Source: an optimization exercise on an open RTL-to-GDS flow (aim: small area). Production flows keep margins and buffers that such runs may drop.
Function was checked by simulation only, so behaviour that the tests miss may differ from the original.
Power figures rest on the tool's default switching activity, not on a simulated workload.

Design top, start of the top module:
module top (
    input clk,
    input mode,
    input song,
    input plus,
    input minus,
    input rst,
    input set,
    input refer,
    input player1,
    input player2,
    output reg [8:0] rope,
    output reg [1:0] sel,
    output reg [1:0] ledr,
    output reg [1:0] ledg,
    output [1:0] ledb,
    output [3:0] ledop,
    output [7:0] segdata1,
    output [7:0] segdata0,
    output [7:0] seg,
    output [7:0] sel8,
    output reg ledplayer1,
    output reg ledplayer2,
    output reg buzzer,
    output reg round_indicator_1,
    output reg round_indicator_2
);
localparam SYM_DASH = 4'd10, SYM_L = 4'd11, SYM_E = 4'd12, SYM_BLANK = 4'd13;
wire playsong;
wire song_pulse, mode_pulse, plus_pulse, minus_pulse, set_pulse, refer_pulse;
wire player1_pulse, player2_pulse;
wire set_q, plus_q, minus_q;    
wire b40_lt, b40_gt;         
wire mid_lt, mid_gt;         
wire fast_lt, fast_gt;       
reg  mid_lt_d, mid_gt_d;
parameter init              = 3'd0;
parameter time_set          = 3'd1;
parameter round_set         = 3'd2;
parameter finish_setting    = 3'd3;
parameter counting_down     = 3'd4;
parameter gaming            = 3'd5;
parameter check             = 3'd6;
parameter gameover          = 3'd7;
  ...
For scale: roughly 68 I/O pins, about 17000 sq um of cells after synthesis.
==> flow/config.mk <==
export PLATFORM = sky130hd
export DESIGN_NAME = top
export DESIGN_NICKNAME = top
export VERILOG_FILES = /design/flow/design.v
export SDC_FILE = /design/flow/constraint.sdc
export NUM_CORES = 4
export LEC_CHECK = 0
export ABC_AREA = 1
export ABC_CLOCK_PERIOD_IN_PS = 1000000
export CAP_MARGIN = 20
export CORE_MARGIN = 2
export CORE_UTILIZATION = 40
export CTS_CLUSTER_DIAMETER = 100
export CTS_CLUSTER_SIZE = 30
export PLACE_DENSITY = 0.6
export SLEW_MARGIN = 20
==> flow/constraint.sdc <==
create_clock -name core_clock -period 10.0 [get_ports {clk}]
set_input_delay 2.0000 -clock core_clock [delete_from_list [all_inputs] [get_ports {clk}]]
set_output_delay 2.0000 -clock core_clock [all_outputs]
set_load 0.01 [all_outputs]
standard.sh (not shown) runs the stock make flow with config.mk's settings and CLKGATE_MAP_FILE= SYNTH_SCRIPT=/design/flow/synth_recipe.tcl, a recipe that flattens the netlist after the stock synthesis.
==> flow/flow/run.sh <==
#!/bin/bash
# The standard layout (the standard.sh, unchanged synthesis) with two CTS
# and placement options: the port buffers are sky130_fd_sc_hd__buf_1 cells,
# and clock tree synthesis inserts no dummy loads. Each tool's output is kept
# in a log file here.
set -euo pipefail
export BUFFER_PORTS_ARGS="-buffer_cell sky130_fd_sc_hd__buf_1"
export CTS_ARGS="-sink_clustering_enable -repair_clock_nets -sink_clustering_size 30 -sink_clustering_max_diameter 100 -dont_use_dummy_load"
bash ./standard.sh > standard.log 2>&1
The starting point completed without violations.
Next try:
==> flow/flow/run.sh (replaced) <==
#!/bin/bash
# The standard layout (the standard.sh, unchanged synthesis) with three
# changes: after synthesis every combinational cell gets the smallest drive
# strength of its function (flow/downsize.tcl; placement's repair step sizes
# up again where needed), the port buffers are sky130_fd_sc_hd__buf_1 cells,
# and clock tree synthesis inserts no dummy loads. Each tool's output is kept
# in a log file here.
set -euo pipefail
export BUFFER_PORTS_ARGS="-buffer_cell sky130_fd_sc_hd__buf_1"
export CTS_ARGS="-sink_clustering_enable -repair_clock_nets -sink_clustering_size 25 -sink_clustering_max_diameter 100 -dont_use_dummy_load"
bash ./standard.sh synth > standard_synth.log 2>&1
DOWNSIZE_DIR="$(pwd)/orfs/results/sky130hd/top/base" openroad -no_init -exit flow/downsize.tcl > downsize.log 2>&1
bash ./standard.sh > standard.log 2>&1
==> flow/flow/downsize.tcl (new file) <==
# Give every combinational cell of the synthesized netlist the smallest drive
# strength of its function (drive _1, else _0). Flip-flops, clock cells and
# the platform's low-power cells are left alone. Placement's repair step
# upsizes or buffers again wherever slew or capacitance needs it.
set results $::env(DOWNSIZE_DIR)
read_db $results/1_synth.odb
set db [ord::get_db]
set block [ord::get_db_block]
set swapped 0
foreach inst [$block getInsts] {
  set m [[$inst getMaster] getName]
  if {![regexp {^sky130_fd_sc_hd__(.+)_([0-9]+)$} $m -> f d]} { continue }
  if {$d <= 1} { continue }
  if {[regexp {^(df|edf|sdf|sedf|dl|clk|conb|tap|fill|decap|diode|lpflow|probe|ebuf|einv)} $f]} { continue }
  foreach s {1 0} {
    set nm [$db findMaster sky130_fd_sc_hd__${f}_$s]
    if {$nm ne "NULL" && $nm ne ""} {
      $inst swapMaster $nm
      incr swapped
      break
    }
  }
}
puts "downsize: swapped $swapped instances"
write_db $results/1_synth.odb
CTS_CLUSTER_SIZE = 25   (was 30)
After rerunning: The new run finished with timing, DRC and antenna clean. Wire length went up by 1.6%. Total power went up by 1.7%. Fmax went down by 0.36%. Final area went down by 0.79%. Synthesized area went down by 1.3%. Worst hold slack got worse by 0.042 ns. Die area went down by 1.3%. Setup slack got worse by 0.015 ns. Non-clock buffer count stays the same. Synthesized cell count is unchanged. Sequential share of layout area went up by 0.34 points.

-- separate check: timing with driven ports --
How much do the figures lean on ideal ports? The routed layouts below were timed once more, with nothing changed but the port constraints.
Step 1, drivers: a clkbuf_16 drives clk and a buf_2 each remaining input, both assumed.
Step 2 also shifts input and output timing later by t, the mid clock arrival at the registers, as if the neighbouring blocks saw the same clock.
a / b / c = ideal ports / drivers / drivers and shift; a / b = the first two.
run	t, ns	setup WS [ns]	worst register clock-pin slew, ns	worst slew at a driven data input, ns	pins driven straight from the clock port
the first run	0.557	5.907 / 5.857 / 6.414	0.12 / 0.12	0.05	1
the second run	0.551	5.892 / 5.892 / 5.892	0.11 / 0.11	0.05	1
After both steps setup and hold are still met in every run listed.
